Background: an optimization exercise with open tools, aiming at small area, a short achievable clock period and few clock cycles per item. Do not read the settings as production practice.
Function was checked by simulation only, so behaviour that the tests miss may differ from the original.

[config.mk]
export PLATFORM = sky130hd
export DESIGN_NAME = Viterbi
export DESIGN_NICKNAME = Viterbi
export VERILOG_FILES = /design/flow/design.v
export SDC_FILE = /design/flow/constraint.sdc
export NUM_CORES = 4
export LEC_CHECK = 0
export ABC_CLOCK_PERIOD_IN_PS = 5000
export CAP_MARGIN = 20
export CORE_MARGIN = 2
export CORE_UTILIZATION = 40
export PLACE_DENSITY = 0.6
export SLEW_MARGIN = 20
export SYNTH_MEMORY_MAX_BITS = 16384
[constraint.sdc]
create_clock -name core_clock -period 22.0 [get_ports {clk}]
set_input_delay 4.4000 -clock core_clock [delete_from_list [all_inputs] [get_ports {clk}]]
set_output_delay 4.4000 -clock core_clock [all_outputs]
set_load 0.01 [all_outputs]
[design.v]
module Multiply (a, b, result);
  input [31:0] a, b;
  output [31:0] result;
  wire [23:0] c1, c2;
  wire [47:0] temp;
  wire [31:0] re;
  assign re[31] = 0;
  assign re[30:23] = a[30:23] + b[30:23] - 126;
  assign c1[23] = 1;
  assign c1[22:0] = a[22:0];
  assign c2[23] = 1;
  assign c2[22:0] = b[22:0];
  assign temp = c1 * c2;
  assign re[22:0] = temp[46:24];
  assign result = (a == 0 || b == 0) ? 0:re;
endmodule
module Emission_rom (word, slots);
  input [6:0] word;
  output reg [15:0] slots;
  always @(*) begin
    case (word)
      7'd0: slots = 16'h0089;
      7'd1: slots = 16'ha991;
      7'd2: slots = 16'h00d1;
      7'd3: slots = 16'h0094;
      7'd4: slots = 16'h00a1;
      7'd5: slots = 16'h00a9;
      7'd6: slots = 16'h00b1;
      7'd7: slots = 16'h00ba;
      7'd8: slots = 16'h00a2;
      7'd9: slots = 16'h00b1;
      7'd10: slots = 16'h00a9;
      7'd11: slots = 16'h00c2;
      7'd12: slots = 16'h00c9;
      7'd13: slots = 16'h008b;
      7'd14: slots = 16'h00c2;
      7'd15: slots = 16'h0092;
      7'd16: slots = 16'h00b1;
      7'd17: slots = 16'h00cb;
      7'd18: slots = 16'h00c2;
      7'd19: slots = 16'h00a9;
      7'd20: slots = 16'h009b;
      7'd21: slots = 16'ha991;
      7'd22: slots = 16'h0099;
      7'd23: slots = 16'h0091;
      7'd24: slots = 16'h00b1;
      7'd25: slots = 16'h0099;
      7'd26: slots = 16'h00c1;
      7'd27: slots = 16'h0091;
      7'd28: slots = 16'h00a9;
      7'd29: slots = 16'h008a;
      7'd30: slots = 16'ha991;
      7'd31: slots = 16'h0099;
      7'd32: slots = 16'h00ba;
      7'd33: slots = 16'h00c1;
      7'd34: slots = 16'h0091;
      7'd35: slots = 16'h00b1;
      7'd36: slots = 16'h0092;
      7'd37: slots = 16'h00a9;
      7'd38: slots = 16'h00b1;
      7'd39: slots = 16'h009a;
      7'd40: slots = 16'h0091;
      7'd41: slots = 16'h00ba;
      7'd42: slots = 16'h00aa;
      7'd43: slots = 16'h00a9;
      7'd44: slots = 16'h00a9;
      7'd45: slots = 16'h00ba;
      7'd46: slots = 16'h00b1;
      7'd47: slots = 16'h0091;
      7'd48: slots = 16'h00b1;
      7'd49: slots = 16'ha991;
      7'd50: slots = 16'h0091;
      7'd51: slots = 16'h0089;
      7'd52: slots = 16'h0099;
      7'd53: slots = 16'h00ba;
      7'd54: slots = 16'h00ab;
      7'd55: slots = 16'h00c1;
      7'd56: slots = 16'h00a9;
      7'd57: slots = 16'h00b1;
      7'd58: slots = 16'h00b9;
      7'd59: slots = 16'h0091;
      7'd60: slots = 16'h00a9;
      7'd61: slots = 16'h00b1;
      7'd62: slots = 16'h00cb;
      7'd63: slots = 16'h00b1;
      7'd64: slots = 16'h00a9;
      7'd65: slots = 16'h0093;
      7'd66: slots = 16'h00a9;
      7'd67: slots = 16'h00c1;
      7'd68: slots = 16'h00ba;
      7'd69: slots = 16'h00a9;
      7'd70: slots = 16'h00a9;
      7'd71: slots = 16'h00c1;
      7'd72: slots = 16'h00ca;
      7'd73: slots = 16'h00ba;
      7'd74: slots = 16'h00a9;
      7'd75: slots = 16'h00a9;
      7'd76: slots = 16'h0091;
      7'd77: slots = 16'h00a9;
      7'd78: slots = 16'h0091;
      7'd79: slots = 16'h00c1;
      7'd80: slots = 16'h0099;
      7'd81: slots = 16'h00a9;
      7'd82: slots = 16'h00aa;
      7'd83: slots = 16'h0091;
      7'd84: slots = 16'h00a9;
      7'd85: slots = 16'h0091;
      7'd86: slots = 16'h00c1;
      7'd87: slots = 16'h00b1;
      7'd88: slots = 16'h00b1;
      7'd89: slots = 16'h00a9;
      7'd90: slots = 16'h0091;
      7'd91: slots = 16'h00c1;
      7'd92: slots = 16'h0091;
      7'd93: slots = 16'h0000;
      7'd94: slots = 16'h00ba;
      default: slots = 16'h0000;
    endcase
  end
endmodule
module Transition_nz (j, i, nz);
  input [3:0] j, i;
  output reg nz;
  always @(*) begin
    case ({j, i})
      8'd1: nz = 1'b1;
      8'd5: nz = 1'b1;
      8'd6: nz = 1'b1;
      8'd7: nz = 1'b1;
      8'd8: nz = 1'b1;
      8'd18: nz = 1'b1;
      8'd19: nz = 1'b1;
      8'd24: nz = 1'b1;
      8'd33: nz = 1'b1;
      8'd35: nz = 1'b1;
      8'd36: nz = 1'b1;
      8'd37: nz = 1'b1;
      8'd38: nz = 1'b1;
      8'd39: nz = 1'b1;
      8'd40: nz = 1'b1;
      8'd41: nz = 1'b1;
      8'd42: nz = 1'b1;
      8'd49: nz = 1'b1;
      8'd50: nz = 1'b1;
      8'd53: nz = 1'b1;
      8'd55: nz = 1'b1;
      8'd69: nz = 1'b1;
      8'd70: nz = 1'b1;
      8'd81: nz = 1'b1;
      8'd82: nz = 1'b1;
      8'd83: nz = 1'b1;
      8'd85: nz = 1'b1;
      8'd86: nz = 1'b1;
      8'd87: nz = 1'b1;
      8'd88: nz = 1'b1;
      8'd89: nz = 1'b1;
      8'd97: nz = 1'b1;
      8'd99: nz = 1'b1;
      8'd101: nz = 1'b1;
      8'd103: nz = 1'b1;
      8'd105: nz = 1'b1;
      8'd113: nz = 1'b1;
      8'd114: nz = 1'b1;
      8'd115: nz = 1'b1;
      8'd116: nz = 1'b1;
      8'd117: nz = 1'b1;
      8'd118: nz = 1'b1;
      8'd120: nz = 1'b1;
      8'd129: nz = 1'b1;
      8'd130: nz = 1'b1;
      8'd131: nz = 1'b1;
      8'd133: nz = 1'b1;
      8'd134: nz = 1'b1;
      8'd136: nz = 1'b1;
      8'd137: nz = 1'b1;
      8'd145: nz = 1'b1;
      8'd149: nz = 1'b1;
      8'd150: nz = 1'b1;
      8'd151: nz = 1'b1;
      8'd162: nz = 1'b1;
      default: nz = 1'b0;
    endcase
  end
endmodule
module Transition_rom (j, i, e, pet);
  input [3:0] j, i;
  input [2:0] e;
  output reg [30:0] pet;
  always @(*) begin
    case ({j, i, e})
      11'd9: pet = 31'h3c886594;
      11'd10: pet = 31'h3e553f7d;
      11'd11: pet = 31'h3eddc5d6;
      11'd41: pet = 31'h3b618266;
      11'd42: pet = 31'h3c7292c4;
      11'd43: pet = 31'h3c8dda49;
      11'd49: pet = 31'h3d690689;
      11'd57: pet = 31'h3bd698fe;
      11'd58: pet = 31'h3c5698fe;
      11'd65: pet = 31'h3c011f4f;
      11'd66: pet = 31'h3c820818;
      11'd145: pet = 31'h3d58793d;
      11'd146: pet = 31'h3dd73eab;
      11'd147: pet = 31'h3d837b4a;
      11'd148: pet = 31'h3e57dbf5;
      11'd153: pet = 31'h3bedc5d6;
      11'd154: pet = 31'h3c23d70a;
      11'd155: pet = 31'h3cbf4880;
      11'd193: pet = 31'h3d65c91d;
      11'd194: pet = 31'h3de6809d;
      11'd265: pet = 31'h3b7c84b5;
      11'd266: pet = 31'h3ccdd2f1;
      11'd267: pet = 31'h3d559b3c;
      11'd281: pet = 31'h3ce961c3;
      11'd282: pet = 31'h3d1d4951;
      11'd283: pet = 31'h3db7a1c2;
      11'd289: pet = 31'h3d690689;
      11'd290: pet = 31'h3de92ee8;
      11'd297: pet = 31'h3c1c6f36;
      11'd298: pet = 31'h3d4f7a91;
      11'd299: pet = 31'h3de266fd;
      11'd305: pet = 31'h3ce12407;
      11'd313: pet = 31'h3b94dd72;
      11'd314: pet = 31'h3c14dd72;
      11'd321: pet = 31'h3bd86876;
      11'd322: pet = 31'h3c5907d9;
      11'd329: pet = 31'h3c51244a;
      11'd330: pet = 31'h3cd1244a;
      11'd331: pet = 31'h3d1cdb38;
      11'd337: pet = 31'h3dcdd2f1;
      11'd393: pet = 31'h3c886594;
      11'd394: pet = 31'h3e553f7d;
      11'd395: pet = 31'h3eddc5d6;
      11'd401: pet = 31'h3bcf0952;
      11'd402: pet = 31'h3c4df04e;
      11'd403: pet = 31'h3c7574f7;
      11'd404: pet = 31'h3cce7cd0;
      11'd425: pet = 31'h3c2921cc;
      11'd426: pet = 31'h3d55ee13;
      11'd427: pet = 31'h3dea63b6;
      11'd441: pet = 31'h3c810c6f;
      11'd442: pet = 31'h3d010c6f;
      11'd553: pet = 31'h3c2921cc;
      11'd554: pet = 31'h3d55ee13;
      11'd555: pet = 31'h3dea63b6;
      11'd561: pet = 31'h3de92ee8;
      11'd649: pet = 31'h3c1a0274;
      11'd650: pet = 31'h3de04189;
      11'd651: pet = 31'h3e69e1b0;
      11'd657: pet = 31'h3c5c0335;
      11'd658: pet = 31'h3cdabc0e;
      11'd659: pet = 31'h3c88bda9;
      11'd660: pet = 31'h3d5b5fa2;
      11'd665: pet = 31'h3cc49ba6;
      11'd666: pet = 31'h3d666666;
      11'd667: pet = 31'h3df78d50;
      11'd681: pet = 31'h3b3ef8ce;
      11'd682: pet = 31'h3c6106aa;
      11'd683: pet = 31'h3cf820a2;
      11'd689: pet = 31'h3cced916;
      11'd697: pet = 31'h3c78d4fe;
      11'd698: pet = 31'h3cf8d4fe;
      11'd705: pet = 31'h3cc8b439;
      11'd706: pet = 31'h3d49374c;
      11'd713: pet = 31'h3c7292c4;
      11'd714: pet = 31'h3cf292c4;
      11'd715: pet = 31'h3d55ee13;
      11'd777: pet = 31'h3c7e2824;
      11'd778: pet = 31'h3dced916;
      11'd779: pet = 31'h3e56bb98;
      11'd793: pet = 31'h3cfec99f;
      11'd794: pet = 31'h3d3d3c36;
      11'd795: pet = 31'h3ddcee9e;
      11'd809: pet = 31'h3c438b04;
      11'd810: pet = 31'h3d635935;
      11'd811: pet = 31'h3dfb00bc;
      11'd825: pet = 31'h3c14dd72;
      11'd826: pet = 31'h3c94dd72;
      11'd841: pet = 31'h3c0c08b7;
      11'd842: pet = 31'h3c8c08b7;
      11'd843: pet = 31'h3d690689;
      11'd905: pet = 31'h3bc154c9;
      11'd906: pet = 31'h3d78d4fe;
      11'd907: pet = 31'h3d84ea4a;
      11'd913: pet = 31'h3c67cf1b;
      11'd914: pet = 31'h3ce65e03;
      11'd915: pet = 31'h3c9a4591;
      11'd916: pet = 31'h3d67168f;
      11'd921: pet = 31'h3b81882b;
      11'd922: pet = 31'h3c4154c9;
      11'd923: pet = 31'h3ce1b6d4;
      11'd929: pet = 31'h3ca0f2bf;
      11'd930: pet = 31'h3d21309c;
      11'd937: pet = 31'h3c6f3907;
      11'd938: pet = 31'h3d798a65;
      11'd939: pet = 31'h3d967a95;
      11'd945: pet = 31'h3b94dd72;
      11'd961: pet = 31'h3b8943e1;
      11'd962: pet = 31'h3c0a3b58;
      11'd1033: pet = 31'h3bedc5d6;
      11'd1034: pet = 31'h3d449ba6;
      11'd1035: pet = 31'h3dcb7803;
      11'd1041: pet = 31'h3c89b951;
      11'd1042: pet = 31'h3d07cfa2;
      11'd1043: pet = 31'h3d4cac4b;
      11'd1044: pet = 31'h3d88c47a;
      11'd1049: pet = 31'h3c498c3b;
      11'd1050: pet = 31'h3cedc5d6;
      11'd1051: pet = 31'h3d0028e5;
      11'd1065: pet = 31'h3b081e47;
      11'd1066: pet = 31'h3c452828;
      11'd1067: pet = 31'h3cd59f6f;
      11'd1073: pet = 31'h3c54866a;
      11'd1089: pet = 31'h3c4df04e;
      11'd1090: pet = 31'h3cce7cd0;
      11'd1097: pet = 31'h3cb5dcc6;
      11'd1098: pet = 31'h3d35dcc6;
      11'd1099: pet = 31'h3d886594;
      11'd1161: pet = 31'h3c886594;
      11'd1162: pet = 31'h3e553f7d;
      11'd1163: pet = 31'h3eddc5d6;
      11'd1193: pet = 31'h3b618266;
      11'd1194: pet = 31'h3c7292c4;
      11'd1195: pet = 31'h3c8dda49;
      11'd1201: pet = 31'h3c0c08b7;
      11'd1209: pet = 31'h3cd698fe;
      11'd1210: pet = 31'h3d5698fe;
      11'd1297: pet = 31'h3dc9ba5e;
      11'd1298: pet = 31'h3e48b439;
      11'd1299: pet = 31'h3e6d9168;
      11'd1300: pet = 31'h3ec9374c;
      default: pet = 31'h0;
    endcase
  end
endmodule
module Viterbi (clk, reset, in_valid, in_word, in_ready,
                out_valid, out_tag, out_last, error);
    input clk, reset;
    input in_valid;
    input [7:0] in_word;
    output in_ready;
    output reg out_valid;
    output reg [3:0] out_tag;
    output reg out_last;
    output reg error;
reg hv, sv;
reg [7:0] hw, sw;
wire pop;
assign in_ready = ~sv;
wire in_acc = in_valid & ~sv;
always @(posedge clk) begin
    if (!reset) begin
        hv <= 1'b0;
        sv <= 1'b0;
    end else begin
        if (sv) begin
            if (pop) begin hw <= sw; sv <= 1'b0; end
        end else if (hv) begin
            if (pop) begin
                hv <= in_acc;
                if (in_acc) hw <= in_word;
            end else if (in_acc) begin
                sw <= in_word; sv <= 1'b1;
            end
        end else if (in_acc) begin
            hw <= in_word; hv <= 1'b1;
        end
    end
end
reg [4:0] wcnt;                
reg [1:0] live;                
reg [3:0] b0, b1;              
reg [1:0] pos;                 
reg tok_started;
reg prev_k;
wire is_ff = (hw == 8'hff);
wire is_word = (hw < 8'd95);
wire mode_err = hv & ((is_word & (wcnt == 5'd16)) | (is_ff & (wcnt == 5'd0)) | (~is_ff & ~is_word));
wire mode_init = hv & is_word & (wcnt == 5'd0);
wire mode_norm = hv & is_word & (wcnt != 5'd0) & (wcnt != 5'd16);
wire mode_fin = hv & is_ff & (wcnt != 5'd0);
wire [15:0] slots;
Emission_rom erom (.word(hw[6:0]), .slots(slots));
wire v0 = slots[7], v1 = slots[15];
wire [3:0] a0 = slots[6:3], a1 = slots[14:11];
wire [2:0] e0 = slots[2:0], e1 = slots[10:8];
wire [3:0] j0 = mode_init ? 4'd0 : b0;
wire nz00, nz01, nz10, nz11;
Transition_nz tz00 (.j(j0), .i(a0), .nz(nz00));
Transition_nz tz01 (.j(b1), .i(a0), .nz(nz01));
Transition_nz tz10 (.j(j0), .i(a1), .nz(nz10));
Transition_nz tz11 (.j(b1), .i(a1), .nz(nz11));
wire l0 = mode_init | live[0];
wire l1 = ~mode_init & live[1];
wire [3:0] mask = {(mode_init | mode_norm) & v1 & l1 & nz11,
                   (mode_init | mode_norm) & v1 & l0 & nz10,
                   (mode_init | mode_norm) & v0 & l1 & nz01,
                   (mode_init | mode_norm) & v0 & l0 & nz00};
wire [3:0] thr = mask & (4'hf << pos);
wire [3:0] thr_low = thr & (~thr + 1'b1);
wire any = |thr;
wire more = |(thr ^ thr_low);
wire sel_k = thr_low[2] | thr_low[3];
wire sel_m = thr_low[1] | thr_low[3];
wire [1:0] newlive = {mask[2] | mask[3], mask[0] | mask[1]};
wire [3:0] sel_j = sel_m ? b1 : j0;
wire [3:0] sel_i = sel_k ? a1 : a0;
wire [2:0] sel_e = sel_k ? e1 : e0;
wire [30:0] sel_pet;
Transition_rom prom (.j(sel_j), .i(sel_i), .e(sel_e), .pet(sel_pet));
reg p0_v;
reg [1:0] p0_op;               
reg p0_first, p0_wend, p0_k, p0_m;
reg [30:0] p0_pet, p0_dval;
reg [4:0] p0_n;
reg [30:0] d0, d1;             
reg [30:0] acc, hold;
reg bj, hbp;
wire [30:0] acc_n;
wire bj_n;
wire s1_wend = p0_v & ~p0_op[1] & p0_wend;
wire [30:0] d0_n = p0_k ? hold : acc_n;
wire [30:0] d0_f = s1_wend ? d0_n : d0;      
wire [30:0] d1_f = s1_wend ? acc_n : d1;
reg em_busy, em_err;
reg [3:0] em_idx;
wire em_soon = ~em_busy | (em_idx <= 4'd1);   
wire marker_ok = em_soon & ~(p0_v & p0_op[1]);
reg issue, popr, iss_first;
reg [1:0] iss_op;
always @(*) begin
    issue = 1'b0; iss_op = 2'd0; popr = 1'b0;
    iss_first = ~tok_started | (sel_k != prev_k);
    if (mode_err) begin
        if (marker_ok) begin issue = 1'b1; iss_op = 2'd3; popr = 1'b1; end
    end else if (mode_init | mode_norm) begin
        if (any) begin issue = 1'b1; iss_op = {1'b0, mode_init}; popr = ~more; end
        else popr = 1'b1;
    end else if (mode_fin) begin
        if (marker_ok) begin issue = 1'b1; iss_op = 2'd2; popr = 1'b1; end
    end
end
assign pop = popr;
always @(posedge clk) begin
    if (!reset) begin
        wcnt <= 5'd0;
        pos <= 2'd0;
        tok_started <= 1'b0;
        p0_v <= 1'b0;
    end else begin
        p0_v <= issue;
        if (issue) begin
            p0_op <= iss_op;
            p0_first <= iss_first;
            p0_wend <= ~more;
            p0_k <= sel_k;
            p0_m <= sel_m;
            p0_n <= wcnt;
            if (mode_fin) begin
                p0_pet <= live[0] ? d0_f : 31'd0;
                p0_dval <= live[1] ? d1_f : 31'd0;
            end else begin
                p0_pet <= sel_pet;
                p0_dval <= sel_m ? d1_f : d0_f;
            end
        end
        if (popr) begin
            pos <= 2'd0;
            tok_started <= 1'b0;
            if (mode_err | mode_fin) wcnt <= 5'd0;
            else begin
                wcnt <= wcnt + 5'd1;
                live <= newlive;
                b0 <= a0;
                b1 <= a1;
            end
        end else if (issue) begin
            pos <= {sel_k, sel_m} + 2'd1;
            tok_started <= 1'b1;
            prev_k <= sel_k;
        end
    end
end
wire [31:0] mres;
Multiply mul (.a({1'b0, p0_pet}), .b({1'b0, p0_dval}), .result(mres));
wire [30:0] cand = (p0_op == 2'd0) ? mres[30:0] : p0_pet;
wire [30:0] acc_e = p0_first ? 31'd0 : acc;
wire bj_e = p0_first ? 1'b0 : bj;
wire take = cand > acc_e;
assign acc_n = take ? cand : acc_e;
assign bj_n = take ? p0_m : bj_e;
wire fin1 = p0_dval > p0_pet;
wire fin0 = ~fin1 & (p0_pet != 31'd0);
reg [3:0] surv0 [0:15];
reg [3:0] surv1 [0:15];
reg [3:0] ebuf [0:15];
wire bp0 = p0_k ? hbp : bj_n;
wire bp1 = bj_n;
integer u;
always @(posedge clk) begin
    if (p0_v && !p0_op[1]) begin
        acc <= acc_n;
        bj <= bj_n;
        if (!p0_k) begin hold <= acc_n; hbp <= bj_n; end
        if (p0_wend) begin
            d0 <= d0_n;
            d1 <= acc_n;
            surv0[0] <= b0;
            surv1[0] <= b1;
            for (u = 1; u < 16; u = u + 1) begin
                surv0[u] <= bp0 ? surv1[u-1] : surv0[u-1];
                surv1[u] <= bp1 ? surv1[u-1] : surv0[u-1];
            end
        end
    end
    if (p0_v && p0_op == 2'd2) begin
        for (u = 0; u < 16; u = u + 1)
            ebuf[u] <= fin1 ? surv1[u] : fin0 ? surv0[u] : 4'd0;
    end
end
always @(posedge clk) begin
    out_valid <= 1'b0;
    out_last <= 1'b0;
    error <= 1'b0;
    if (!reset) begin
        em_busy <= 1'b0;
    end else begin
        if (p0_v && p0_op[1]) begin
            em_busy <= 1'b1;
            em_err <= p0_op[0];
            em_idx <= p0_op[0] ? 4'd0 : (p0_n[3:0] - 4'd1);
        end else if (em_busy) begin
            if (em_idx == 4'd0) em_busy <= 1'b0;
            em_idx <= em_idx - 4'd1;
        end
        if (em_busy) begin
            out_valid <= ~em_err;
            error <= em_err;
            out_tag <= ebuf[em_idx];
            out_last <= (em_idx == 4'd0);
        end
    end
end
endmodule
[run.sh]
#!/bin/bash
# synth_recipe.tcl (not shown) runs the flow's synth.tcl, then flattens the netlist and writes it again
# the make line also repeats each setting of config.mk as NAME=value (left out here)
make -C /OpenROAD-flow-scripts/flow DESIGN_CONFIG=/design/flow/config.mk WORK_HOME=/design/flow/orfs CLKGATE_MAP_FILE= SYNTH_SCRIPT=/design/flow/synth_recipe.tcl finish
==> run_results.csv, run 1 <==
group,metric,value,unit
setup_path,worstSetupEndpointType,"register",
setup_path,cp-startpoint,"p0_pet[18]",
setup_path,critical_path_depth_in_cells,37,
floorplanning,die_w,344,um
status,run_status,"timing/DRC/antenna clean",
placement,globalplace.congestion,1.04,
final_layout,non_filler_cell_area_final,50200,um^2
timing,maxSlewHeadroom,14.8,%
placement,dp_slack,9.53,ns
final_layout,nets,5783,
setup_path,critPathLaunchType,"register",
min_path,worstHoldPathType,"reg -> reg",
floorplanning,initial_utilization,40.4,%
detailed_routing,viasPerCell,5.91,
timing,setup-violations-final,0,
synthesis,syn_area,46300,um^2
synthesis,syn-instance-count,5073,
clock_network,post_cts_resized,0,
setup_path,cp_slowest_cell,"edfxtp_1",
detailed_routing,antenna_violating_nets_post_route,0,
clock_network,clock_tree_from_tritoncts,"built",
final_layout,fill_cells,11220,
setup_path,critical_path_required,22.33,ns
timing,rsz0062_at_grt,"false",
setup_path,regToRegSetupSlack,9.71,ns
clock_network,clk_transition_reported_paths,0.06,ns
detailed_routing,routed-via-count,38830,
global_routing,grt_pass1_wl,268000,um
clock_network,clk_buf_depth,3,
setup_path,path_common_cell,"fa_1",
clock_network,post-cts-setup-buffers,0,
clock_network,cts.htree.levels,2,
final_layout,areaGrowthSynthToFinish,8.56,%
placement,portBuffers,18,
global_routing,gr-usage-all-layers,30.9,%
detailed_routing,route.detailed.drc,0,
global_routing,vias_in_the_first_global_route,38484,
detailed_routing,drt-total-wl,183000,um
synthesis,ys_async_sr_fraction,0,%
floorplanning,coreArea,115000,um^2
setup_path,crit-reg2reg-launch,"p0_pet[18]",
timing,fin_setup_tns,0,ns
clock_network,cts_made_buffers,50,
setup_path,timing.rr.end,"surv0[8][3]",
clock_network,cts_hold_buf,0,
synthesis,yosys.cell_types.count,104,
placement,dpl.hpwl,136000,um
timing,layout_setup_ws,9.71,ns
setup_path,critPathTopFamily,"adder cells",
detailed_routing,wl_per_cell,27.8,um
synthesis,synthesis.area_per_instance,9.12,um^2
timing,tightest_slew,1.27,ns
timing,period_minus_slack,12.29,ns
timing,hold_slack,0.456,ns
floorplanning,dieArea,118000,um^2
setup_path,setup.worst_path.class,"reg -> reg",
synthesis,ys.warnings.count,7,
detailed_routing,drt_pre_antenna_iters,7,
clock_network,clock_latency,0.64,ns
synthesis,synth-seq-cells,444,
setup_path,cp-endpoint,"surv0[8][3]",
setup_path,combined_buffer_and_inverter_count_along_the_critical_path,10,
timing,slew_violations,0,
min_path,whs_path_depth,0,
final_layout,final_cell_mix,"inv_1, nand2_1, fa_1",
global_routing,antenna_violations_before_repair,9,
floorplanning,placement_rows,124,
placement,place_area,48400,um^2
floorplanning,chip_height,344,um
setup_path,cp_max_fo,118,
timing,fmaxAchievable,81.4,MHz
synthesis,synth_fp_nets,5847,
job,timing.max_cap.violations,0,
clock_network,clock_tree.root_cell,"clkbuf_16",
floorplanning,ioPinCount,19,
synthesis,synth_ff_type,"edfxtp_1",
timing,number_of_hold_violations_in_the_final_report,0,
clock_network,cts.sink_count,444,
final_layout,final_common_cell,"inv_1",
synthesis,synth_edf_count,420,
global_routing,maximum_number_of_pins_on_one_net_before_global_route_repair,119,
synthesis,synth_seq_area_share,28.3,%
timing,final_min_period_over_clock_period,55.9,%
setup_path,cp_slowest_stage_delay,0.81,ns
detailed_routing,drt_iter0_markers,4459,
global_routing,grt_overflow_total,0,
setup_path,cp.arrival,12.62,ns
final_layout,fraction_of_final_layout_cells_sized_beyond_drive_strength_1,6.46,%
setup_path,rr_worst_depth,37,
timing,clock-skew-final,0.0453,ns
synth_stat cells (all sizes together), types with 12 or more instances:
cell type / instances / area share [%]
inv: 759 / 6.2
nand2: 681 / 5.5
fa: 483 / 21
edfxtp: 420 / 27
nor2: 348 / 2.8
o21ai: 285 / 3.1
ha: 280 / 7.6
clkbuf: 217 / 1.8
and2: 197 / 2.7
a21oi: 163 / 1.8
mux2i: 114 / 2.5
nor3: 107 / 1.2
nand3: 84 / 0.91
nor4: 75 / 1.1
nand4: 73 / 1.0
buf: 63 / 0.76
o22ai: 60 / 0.83
a21o: 47 / 0.76
nand2b: 44 / 0.60
a211oi: 36 / 0.62
o211ai: 34 / 0.56
a31oi: 33 / 0.45
nor2b: 33 / 0.45
xnor2: 26 / 0.49
mux2: 25 / 0.61
dfxtp: 24 / 1.0
o21a: 24 / 0.39
or3: 24 / 0.32
o32ai: 20 / 0.38
o31ai: 19 / 0.33
and3: 18 / 0.24
a2111oi: 17 / 0.34
a22oi: 17 / 0.28
a21boi: 13 / 0.22
a221oi: 12 / 0.23
area by class of cell:
| cell class | instances | area, um^2 | share of cell area (%) |
|---|---|---|---|
| Timing Repair Buffer | 165 | 1280 | 2.56 |
| Antenna cell | 6 | 15.0 | 0.0299 |
| Tap cell | 1512 | 1890 | 3.77 |
| Inverter | 759 | 2860 | 5.69 |
| Sequential cell | 444 | 13100 | 26.1 |
| Multi-Input combinational cell | 3589 | 29300 | 58.4 |
| Clock buffer | 66 | 1400 | 2.79 |
| Clock inverter | 26 | 347 | 0.690 |
cell families (layout without fill, tap and decap cells):
logic type,count (synthesis),in the layout,synth area share (%)
flip-flops,444,444,28.3
buffers and inverters,1040,1016,8.70
multiplexers,141,141,3.19
AO/OA/AOI/OAI,897,897,12.6
AND/OR/NAND/NOR,1755,1755,18.1
adder cells (fa/ha/maj),763,763,28.5
XOR/XNOR,33,33,0.625
other,0,6,0
worst min path at each step:
stage	startpoint	endpoint
CTS	slots[13]	b1[0]
finish	slots[13]	b1[0]
floorplan	em_err	out_valid
global placement	slots[13]	b1[0]
detailed placement	slots[13]	b1[0]
global route	slots[13]	b1[0]
layer usage:
metal  part of all wire, %  track usage [%]
met5                 0.039                0
met1                    44             44.8
met2                    43             46.4
met4                   4.1             11.2
met3                   8.2             5.32
worst reg2reg max path: cells and delay by family (launching register included):
kind / cells / cell delay, ns
compound gates: 10 / 2.39
fa+ha+maj: 9 / 4.15
buf+inv: 10 / 2.63
flops: 1 / 0.81
mux: 1 / 0.29
simple gates: 7 / 1.72
stage by stage:
| step | utilization, % | cells |
|---|---|---|
| floorplan | - | 5073 |
| global placement | 42.3 | 6468 |
| detailed placement | 42.3 | 6469 |
| CTS | 43.8 | 6561 |
| global route | 43.8 | 6561 |
| finish | 43.9 | 6567 |
registers in the layout, summed over array words and instances (netlist names), 2 cells and up:
signal and count:
ebuf 64, surv0 64, surv1 61, acc 31, d0 31, d1 31, hold 31, p0_dval 31
p0_pet 31, hw 8, sw 8, slots 5, wcnt 5, b0 4, em_idx 4, erom.slots 4
out_tag 4, p0_n 4, live 2, p0_op 2, pos 2
Testbench counts, summed over its fixed seeds: cycles 5,473, words 3,918.
==> run 2: changes to the inputs <==
--- a/config.mk
+++ b/config.mk
@@ -5,7 +5,6 @@
 export SDC_FILE = /design/flow/constraint.sdc
 export NUM_CORES = 4
 export LEC_CHECK = 0
-export ABC_CLOCK_PERIOD_IN_PS = 5000
 export CAP_MARGIN = 20
 export CORE_MARGIN = 2
 export CORE_UTILIZATION = 40
==> run 2 against run 1 <==
Effect of this change: area after synthesis did not move; flip-flop and latch count did not move; sequential share of layout area unchanged; clock-buffer cell count unchanged; clock skew unchanged; final area stayed put; first-iteration DRC count unchanged; highest routed layer unchanged.
==> run_results.csv, run 2 <==
group,metric,value,unit
status,run_status,"timing/DRC/antenna clean",
synthesis,yosys.cell_types.count,104,
timing,tightest_slew,1.27,ns
floorplanning,coreArea,115000,um^2
synthesis,synth_compound_gate_area_share,12.6,%
global_routing,antenna_violations_before_repair,9,
timing,clock-skew-final,0.0453,ns
synthesis,ys_async_sr_fraction,0,%
clock_network,clock_tree_from_tritoncts,"built",
final_layout,final_cell_mix,"inv_1, nand2_1, fa_1",
clock_network,post-cts-setup-buffers,0,
synthesis,synth_ff_type,"edfxtp_1",
global_routing,maximum_number_of_pins_on_one_net_before_global_route_repair,119,
synthesis,syn_area,46300,um^2
synthesis,synthTopCellsByArea,"edfxtp_1, fa_1, ha_1, inv_1, nand2_1",
floorplanning,ioPinCount,19,
clock_network,cts_made_buffers,50,
timing,period_minus_slack,12.29,ns
timing,fmaxAchievable,81.4,MHz
setup_path,worstSetupEndpointType,"register",
final_layout,fill_cells,11220,
clock_network,cts.sink_count,444,
clock_network,clk_transition_reported_paths,0.06,ns
synthesis,yosys-top-cells-count,"inv_1, nand2_1, fa_1",
clock_network,clock_latency,0.64,ns
setup_path,cp_slowest_stage_delay,0.81,ns
setup_path,setup.worst_path.class,"reg -> reg",
floorplanning,placement_rows,124,
synthesis,synthSimpleGateAreaFrac,18.1,%
placement,globalplace.congestion,1.04,
timing,maxSlewHeadroom,14.8,%
clock_network,cts_hold_buf,0,
setup_path,cp_max_fo,118,
timing,final_min_period_over_clock_period,55.9,%
synthesis,yosys.area.top_type,"edfxtp_1",
global_routing,grt_overflow_total,0,
detailed_routing,wl_per_cell,27.8,um
detailed_routing,routed-via-count,38830,
setup_path,combined_buffer_and_inverter_count_along_the_critical_path,10,
placement,portBuffers,18,
detailed_routing,route.detailed.drc,0,
clock_network,clock_tree.root_cell,"clkbuf_16",
setup_path,critPathTopFamily,"adder cells",
floorplanning,initial_utilization,40.4,%
final_layout,largestRegisters,"ebuf (64), surv0 (64), surv1 (61)",
global_routing,gr-usage-all-layers,30.9,%
setup_path,critPathLaunchType,"register",
min_path,worstHoldPathType,"reg -> reg",
synthesis,ys.warnings.count,7,
floorplanning,chip_height,344,um
timing,hold_slack,0.456,ns
clock_network,clk_buf_depth,3,
timing,fin_setup_tns,0,ns
timing,number_of_hold_violations_in_the_final_report,0,
synthesis,synth-seq-cells,444,
detailed_routing,antenna_violating_nets_post_route,0,
setup_path,critical_path_required,22.33,ns
synthesis,yosys.area_share.xor_xnor,0.625,%
timing,rsz0062_at_grt,"false",
setup_path,cp_slowest_cell,"edfxtp_1",
detailed_routing,drt-total-wl,183000,um
clock_network,post_cts_resized,0,
detailed_routing,drt_pre_antenna_iters,7,
synthesis,synth_top_family_by_area,"adder cells",
setup_path,regToRegSetupSlack,9.71,ns
synthesis,syn-instance-count,5073,
synthesis,synthesis.area_per_instance,9.12,um^2
synthesis,adder_and_majority_gate_portion_of_the_synthesized_area,28.5,%
final_layout,final_common_cell,"inv_1",
synthesis,synth_fp_nets,5847,
global_routing,vias_in_the_first_global_route,38484,
floorplanning,die_w,344,um
setup_path,cp.arrival,12.62,ns
final_layout,areaGrowthSynthToFinish,8.56,%
clock_network,cts.htree.levels,2,
job,timing.max_cap.violations,0,
timing,setup-violations-final,0,
synthesis,synthMostInstantiatedCell,"inv_1",
floorplanning,dieArea,118000,um^2
synthesis,synth.top_cell.area_share,27.3,%
final_layout,fraction_of_final_layout_cells_sized_beyond_drive_strength_1,6.46,%
setup_path,path_common_cell,"fa_1",
placement,dpl.hpwl,136000,um
synthesis,synth_seq_area_share,28.3,%
global_routing,grt_pass1_wl,268000,um
final_layout,nets,5783,
synthesis,synth_edf_count,420,
detailed_routing,drt_iter0_markers,4459,
synthesis,synth.area.mux_share,3.19,%
timing,slew_violations,0,
detailed_routing,viasPerCell,5.91,
## run 2: cell counts in the layout (fill, tap and decap cells not counted)
No cell type changed its count.
## run 2: final cells by class
class	instances	area, um^2	area share [%]
flip-flops and latches	444	13100	26.1
multi-input cells	3589	29300	58.4
well taps	1512	1890	3.77
clock inverters	26	347	0.690
repair buffers	165	1280	2.56
diodes	6	15.0	0.0299
inverters	759	2860	5.69
clock buffers	66	1400	2.79
## run 2: worst register-to-register path, delay by kind of cell, from the launching register on
kind / cells / cell delay (ns)
AOI/OAI and AO/OA: 10 / 2.39
DFF: 1 / 0.81
buffers and inverters: 10 / 2.63
adders and majority gates: 9 / 4.15
and+or+nand+nor: 7 / 1.72
muxes: 1 / 0.29
## run 2: per-stage QoR
step           instance area (um^2)  util [%]  worst slack, ns  instances
5_1_grt                       50200      43.8             8.90       6561
2_1_floorplan                 46300         -            11.39       5073
3_5_place_dp                  48400      42.3             9.53       6469
3_3_place_gp                  48400      42.3             9.69       6468
6_report                      50200      43.9             9.71       6567
4_1_cts                       50200      43.8             9.50       6561
## run 2: logic make-up (layout without fill, tap and decap cells)
family / after synthesis / count (layout)
mux: 141 / 141
other cells: 0 / 6
buf+inv: 1040 / 1016
flops: 444 / 444
fa+ha+maj: 763 / 763
simple gates: 1755 / 1755
xor+xnor: 33 / 33
compound gates: 897 / 897
## run 2: path summary, 6_finish.rpt
check,depth (start not counted),end,start
setup / recovery,37,surv0[8][3],p0_pet[18]
hold / removal,0,b1[0],slots[13]
setup reg to reg,37,surv0[8][3],p0_pet[18]
hold reg to reg,0,b1[0],slots[13]
## run 2: layer usage
layer / GRT usage (%) / part of all wire, % / up-vias / routed length [um]
li1: - / - / 17043 / -
met1: 44.8 / 44 / 19756 / 81000
met2: 46.4 / 43 / 1649 / 79300
met3: 5.32 / 8.2 / 372 / 14900
met4: 11.2 / 4.1 / 10 / 7520
met5: 0 / 0.039 / - / 71
==> run 3: changes to the inputs <==
--- a/design.v
+++ b/design.v
@@ -410,28 +410,45 @@
 Transition_rom prom (.j(sel_j), .i(sel_i), .e(sel_e), .pet(sel_pet));
 reg p0_v;
 reg [1:0] p0_op;               
-reg p0_first, p0_wend, p0_k, p0_m;
+reg p0_first, p0_kend, p0_wend, p0_k, p0_m;
 reg [30:0] p0_pet, p0_dval;
 reg [4:0] p0_n;
 reg [30:0] d0, d1;             
-reg [30:0] acc, hold;
-reg bj, hbp;
-wire [30:0] acc_n;
-wire bj_n;
-wire s1_wend = p0_v & ~p0_op[1] & p0_wend;
-wire [30:0] d0_n = p0_k ? hold : acc_n;
-wire [30:0] d0_f = s1_wend ? d0_n : d0;      
-wire [30:0] d1_f = s1_wend ? acc_n : d1;
-reg em_busy, em_err;
+reg [30:0] acc;                
+reg bj, hbp;                   
+reg fx;                        
+reg [30:0] candr;
+reg fx_m, fx_k, fx_kend, fx_wend;
+wire [30:0] mres_w;
+wire [30:0] cand;
+wire cmp_gt;
+wire wb_v = fx | (p0_v & ~p0_op[1] & p0_first);
+wire [30:0] wb_val = fx ? (cmp_gt ? candr : acc) : cand;
+wire wb_bj = fx ? (cmp_gt ? fx_m : bj) : p0_m;
+wire wb_k = fx ? fx_k : p0_k;
+wire wb_kend = fx ? fx_kend : p0_kend;
+wire wb_wend = fx ? fx_wend : p0_wend;
+wire wb_fwd = wb_v & wb_wend;          
+wire [30:0] d0_f = (wb_fwd & ~wb_k) ? wb_val : d0;
+wire [30:0] d1_f = (wb_fwd & wb_k) ? wb_val : d1;
+reg [1:0] q_cnt;
+reg q_rd, q_wr;
 reg [3:0] em_idx;
-wire em_soon = ~em_busy | (em_idx <= 4'd1);   
-wire marker_ok = em_soon & ~(p0_v & p0_op[1]);
+reg [3:0] eb_len [0:1];
+reg eb_err [0:1];
+wire em_busy = (q_cnt != 2'd0);
+wire em_last = em_busy & (em_idx == 4'd0);
+wire p0_mk = p0_v & p0_op[1];
+wire marker_ok = ({1'b0, q_cnt} + {2'b0, p0_mk} - {2'b0, em_last}) <= 3'd1;
+wire bub = p0_v & ~p0_op[1] & ~p0_first;
+wire sel_kend = sel_k | ~(thr_low[0] & thr[1]);
 reg issue, popr, iss_first;
 reg [1:0] iss_op;
 always @(*) begin
     issue = 1'b0; iss_op = 2'd0; popr = 1'b0;
     iss_first = ~tok_started | (sel_k != prev_k);
-    if (mode_err) begin
+    if (bub) begin
+    end else if (mode_err) begin
         if (marker_ok) begin issue = 1'b1; iss_op = 2'd3; popr = 1'b1; end
     end else if (mode_init | mode_norm) begin
         if (any) begin issue = 1'b1; iss_op = {1'b0, mode_init}; popr = ~more; end
@@ -452,6 +469,7 @@
         if (issue) begin
             p0_op <= iss_op;
             p0_first <= iss_first;
+            p0_kend <= sel_kend;
             p0_wend <= ~more;
             p0_k <= sel_k;
             p0_m <= sel_m;
@@ -483,28 +501,37 @@
 end
 wire [31:0] mres;
 Multiply mul (.a({1'b0, p0_pet}), .b({1'b0, p0_dval}), .result(mres));
-wire [30:0] cand = (p0_op == 2'd0) ? mres[30:0] : p0_pet;
-wire [30:0] acc_e = p0_first ? 31'd0 : acc;
-wire bj_e = p0_first ? 1'b0 : bj;
-wire take = cand > acc_e;
-assign acc_n = take ? cand : acc_e;
-assign bj_n = take ? p0_m : bj_e;
-wire fin1 = p0_dval > p0_pet;
-wire fin0 = ~fin1 & (p0_pet != 31'd0);
+assign cand = (p0_op == 2'd0) ? mres[30:0] : p0_pet;
+wire [30:0] cmp_a = fx ? candr : p0_dval;
+wire [30:0] cmp_b = fx ? acc : p0_pet;
+assign cmp_gt = cmp_a > cmp_b;
+wire fin1 = cmp_gt;
+wire fin0 = ~cmp_gt & (p0_pet != 31'd0);
 reg [3:0] surv0 [0:15];
 reg [3:0] surv1 [0:15];
-reg [3:0] ebuf [0:15];
-wire bp0 = p0_k ? hbp : bj_n;
-wire bp1 = bj_n;
+reg [3:0] eb0 [0:15];
+reg [3:0] eb1 [0:15];
+wire bp0 = wb_k ? hbp : wb_bj;
+wire bp1 = wb_bj;
 integer u;
 always @(posedge clk) begin
-    if (p0_v && !p0_op[1]) begin
-        acc <= acc_n;
-        bj <= bj_n;
-        if (!p0_k) begin hold <= acc_n; hbp <= bj_n; end
-        if (p0_wend) begin
-            d0 <= d0_n;
-            d1 <= acc_n;
+    if (!reset) fx <= 1'b0;
+    else fx <= bub;
+    if (bub) begin
+        candr <= cand;
+        fx_m <= p0_m;
+        fx_k <= p0_k;
+        fx_kend <= p0_kend;
+        fx_wend <= p0_wend;
+    end
+    if (wb_v) begin
+        acc <= wb_val;
+        bj <= wb_bj;
+        if (wb_kend) begin
+            if (wb_k) d1 <= wb_val;
+            else begin d0 <= wb_val; hbp <= wb_bj; end
+        end
+        if (wb_wend) begin
             surv0[0] <= b0;
             surv1[0] <= b1;
             for (u = 1; u < 16; u = u + 1) begin
@@ -514,30 +541,39 @@
         end
     end
     if (p0_v && p0_op == 2'd2) begin
-        for (u = 0; u < 16; u = u + 1)
-            ebuf[u] <= fin1 ? surv1[u] : fin0 ? surv0[u] : 4'd0;
+        for (u = 0; u < 16; u = u + 1) begin
+            if (q_wr) eb1[u] <= fin1 ? surv1[u] : fin0 ? surv0[u] : 4'd0;
+            else eb0[u] <= fin1 ? surv1[u] : fin0 ? surv0[u] : 4'd0;
+        end
     end
 end
+wire [3:0] ld_len = p0_op[0] ? 4'd0 : (p0_n[3:0] - 4'd1);
 always @(posedge clk) begin
     out_valid <= 1'b0;
     out_last <= 1'b0;
     error <= 1'b0;
     if (!reset) begin
-        em_busy <= 1'b0;
+        q_cnt <= 2'd0;
+        q_rd <= 1'b0;
+        q_wr <= 1'b0;
     end else begin
-        if (p0_v && p0_op[1]) begin
-            em_busy <= 1'b1;
-            em_err <= p0_op[0];
-            em_idx <= p0_op[0] ? 4'd0 : (p0_n[3:0] - 4'd1);
-        end else if (em_busy) begin
-            if (em_idx == 4'd0) em_busy <= 1'b0;
-            em_idx <= em_idx - 4'd1;
+        q_cnt <= q_cnt + {1'b0, p0_mk} - {1'b0, em_last};
+        if (p0_mk) begin
+            eb_len[q_wr] <= ld_len;
+            eb_err[q_wr] <= p0_op[0];
+            q_wr <= ~q_wr;
         end
+        if (!em_busy || em_last) begin
+            if (em_last) q_rd <= ~q_rd;
+            if (em_last && q_cnt == 2'd2) em_idx <= eb_len[~q_rd];
+            else em_idx <= ld_len;           
+        end else
+            em_idx <= em_idx - 4'd1;
         if (em_busy) begin
-            out_valid <= ~em_err;
-            error <= em_err;
-            out_tag <= ebuf[em_idx];
-            out_last <= (em_idx == 4'd0);
+            out_valid <= ~eb_err[q_rd];
+            error <= eb_err[q_rd];
+            out_tag <= q_rd ? eb1[em_idx] : eb0[em_idx];
+            out_last <= em_last;
         end
     end
 end
==> run 3 against run 2 <==
Effect of this change: still clean; hold slack got worse by 0.013 ns; sequential share of layout area increased by 3.4 points; flip-flop and latch count increased by 83.
==> run_results.csv, run 3 <==
group,metric,value,unit
global_routing,maximum_number_of_pins_on_one_net_before_global_route_repair,157,
synthesis,ys_async_sr_fraction,0,%
floorplanning,coreArea,120000,um^2
setup_path,critical_path_depth_in_cells,27,
final_layout,fill_cells,11474,
final_layout,nets,5572,
timing,rsz0062_at_grt,"false",
detailed_routing,viasPerCell,5.92,
synthesis,syn-instance-count,4900,
setup_path,cp_slowest_stage_delay,0.80,ns
setup_path,combined_buffer_and_inverter_count_along_the_critical_path,5,
setup_path,critical_path_required,22.47,ns
final_layout,non_filler_cell_area_final,52800,um^2
placement,portBuffers,18,
clock_network,post_cts_resized,0,
clock_network,cts.htree.levels,2,
clock_network,clock_tree_from_tritoncts,"built",
synthesis,synth_fp_nets,5624,
floorplanning,chip_height,352,um
setup_path,crit-reg2reg-launch,"p0_dval[2]",
synthesis,synthTopCellsByArea,"edfxtp_1, fa_1, ha_1, inv_1, nand2_1",
detailed_routing,wl_per_cell,27.9,um
setup_path,cp_slowest_cell,"edfxtp_1",
global_routing,gr-usage-all-layers,29.0,%
timing,tightest_slew,1.26,ns
placement,dpl.hpwl,133000,um
final_layout,largestRegisters,"eb0 (64), eb1 (64), surv0 (64)",
placement,place_area,50900,um^2
global_routing,vias_in_the_first_global_route,38614,
final_layout,final_cell_mix,"inv_1, nand2_1, edfxtp_1",
detailed_routing,met2_length,81200,um
detailed_routing,drt-total-wl,182000,um
detailed_routing,wl_met1,76800,um
final_layout,areaGrowthSynthToFinish,9.00,%
timing,final_min_period_over_clock_period,42.4,%
timing,period_minus_slack,9.32,ns
clock_network,clock_latency,0.68,ns
min_path,worstHoldPathType,"reg -> reg",
setup_path,setup.worst_path.class,"reg -> reg",
clock_network,clk_transition_reported_paths,0.07,ns
synthesis,yosys.cell_types.count,104,
clock_network,clk_buf_depth,3,
setup_path,cp_max_fo,17,
floorplanning,ioPinCount,19,
floorplanning,dieArea,124000,um^2
detailed_routing,drt_pre_antenna_iters,7,
setup_path,cp-endpoint,"p0_pet[16]",
timing,number_of_hold_violations_in_the_final_report,0,
detailed_routing,antenna_violating_nets_post_route,0,
timing,maxSlewHeadroom,15.3,%
job,timing.max_cap.violations,0,
clock_network,post-cts-setup-buffers,0,
clock_network,cts.sink_count,527,
floorplanning,initial_utilization,40.4,%
timing,slew_violations,0,
setup_path,regToRegSetupSlack,12.68,ns
status,run_status,"timing/DRC/antenna clean",
setup_path,path_common_cell,"fa_1",
global_routing,antenna_violations_before_repair,8,
floorplanning,placement_rows,127,
synthesis,yosys-top-cells-count,"inv_1, nand2_1, edfxtp_1",
timing,fin_setup_tns,0,ns
synthesis,synthMostInstantiatedCell,"inv_1",
detailed_routing,met3_length,13400,um
setup_path,cp.arrival,9.80,ns
timing,clock-skew-final,0.0711,ns
floorplanning,die_w,352,um
final_layout,fraction_of_final_layout_cells_sized_beyond_drive_strength_1,9.90,%
setup_path,critPathTopFamily,"adder cells",
setup_path,cp-startpoint,"p0_dval[2]",
synthesis,synth_seq_area_share,32.1,%
clock_network,cts_hold_buf,0,
global_routing,grt_pass1_wl,267000,um
global_routing,grt_overflow_total,0,
synthesis,ys.warnings.count,8,
timing,fmaxAchievable,107,MHz
timing,setup-violations-final,0,
setup_path,timing.rr.end,"p0_pet[16]",
detailed_routing,routed-via-count,38577,
detailed_routing,drt_iter0_markers,4018,
setup_path,worstSetupEndpointType,"register",
synthesis,syn_area,48400,um^2
clock_network,cts_made_buffers,59,
synthesis,synth_ff_type,"edfxtp_1",
detailed_routing,route.detailed.drc,0,
placement,globalplace.congestion,1.06,
synthesis,synth_edf_count,498,
setup_path,rr_worst_depth,27,
detailed_routing,top_layer_used,"met5",
synthesis,yosys.area.top_type,"edfxtp_1",
synthesis,synth.top_cell.area_share,30.9,%
clock_network,clock_tree.root_cell,"clkbuf_16",
setup_path,critPathLaunchType,"register",
synthesis,synth-seq-cells,527,
final_layout,final_common_cell,"inv_1",
synthesis,synthesis.area_per_instance,9.88,um^2
## run 3: cell count changes after synthesis, sizes merged, moves of 48 or more
cell,before,now
nor2,348,221
mux2,25,146
inv,759,660
edfxtp,420,498
o21ai,285,214
and2,197,259
ha,280,229
nand2,681,633
## run 3: final cells by class
| type | instances | area, um^2 | share of cell area (%) |
|---|---|---|---|
| inverters | 664 | 2490 | 4.73 |
| clock inverters | 44 | 384 | 0.728 |
| repair buffers | 167 | 1310 | 2.48 |
| multi-input cells | 3429 | 29500 | 55.9 |
| flip-flops and latches | 527 | 15500 | 29.4 |
| well taps | 1612 | 2020 | 3.82 |
| clock buffers | 67 | 1510 | 2.85 |
| diodes | 4 | 10.0 | 0.0190 |
## run 3: worst min-delay path by stage
stage | startpoint | to | slack (ns) | cells after the start
finish | p0_kend | fx_kend | 0.44 | 0
CTS | p0_kend | fx_kend | 0.44 | 0
detailed placement | p0_kend | fx_kend | 0.43 | 0
global placement | p0_kend | fx_kend | 0.43 | 0
global route | p0_kend | fx_kend | 0.45 | 0
floorplan | slots[5] | b0[2] | 0.41 | 0
## run 3: per-layer routing
layer  up-vias  track usage [%]
met2      1727             44.8
met1     19603             39.8
li1      16795                -
met5         -                0
met3       450             4.41
met4         2             14.1
## run 3: kinds of logic (layout without fill, tap and decap cells)
logic type,after synthesis,in the layout,share of synthesized area [%]
DFF,527,527,32.1
and+or+nand+nor,1549,1549,15.6
adders and majority gates,713,713,25.9
other,0,4,0
xor gates and xnor gates,46,46,0.832
AOI/OAI and AO/OA,849,849,12.0
buffers and inverters,944,942,7.47
muxes,272,272,6.10
## run 3: stage by stage
stage          setup slack, ns  hold slack (ns)  utilization (%)  instances
5_1_grt                  12.27            0.453             44.0       6510
6_report                 12.68            0.442             44.0       6514
4_1_cts                  12.43            0.442             44.0       6510
3_5_place_dp             12.50            0.426             42.4       6399
2_1_floorplan            14.50            0.409                -       4900
3_3_place_gp             12.83            0.428             42.4       6399
Testbench counts of run 3, summed over its fixed seeds: cycles 4,871, words 3,918.

[separate check: timing with driven ports]
The flow's constraints put no driver on any port. The routed layouts listed below were extracted and timed again, unchanged, in two steps.
Step 1 assumes that a clkbuf_16 drives the clock port and a buf_2 every other input.
Step 2, shift: input delay + t, output delay - t, t = (earliest + latest rising clock arrival at the registers) / 2. This alone moves slack from input paths to output paths.
a / b / c = ideal ports / drivers / drivers and shift; a / b = the first two.
run | shift t [ns] | setup slack, ns | clock arrival spread, ns
run 1 | 0.686 | 9.711 / 9.711 / 9.711 | 0.045 / 0.045
run 2 | 0.686 | 9.711 / 9.711 / 9.711 | 0.045 / 0.045
run 3 | 0.710 | 12.677 / 12.677 / 12.677 | 0.071 / 0.071
After both steps every run listed still meets setup and hold.
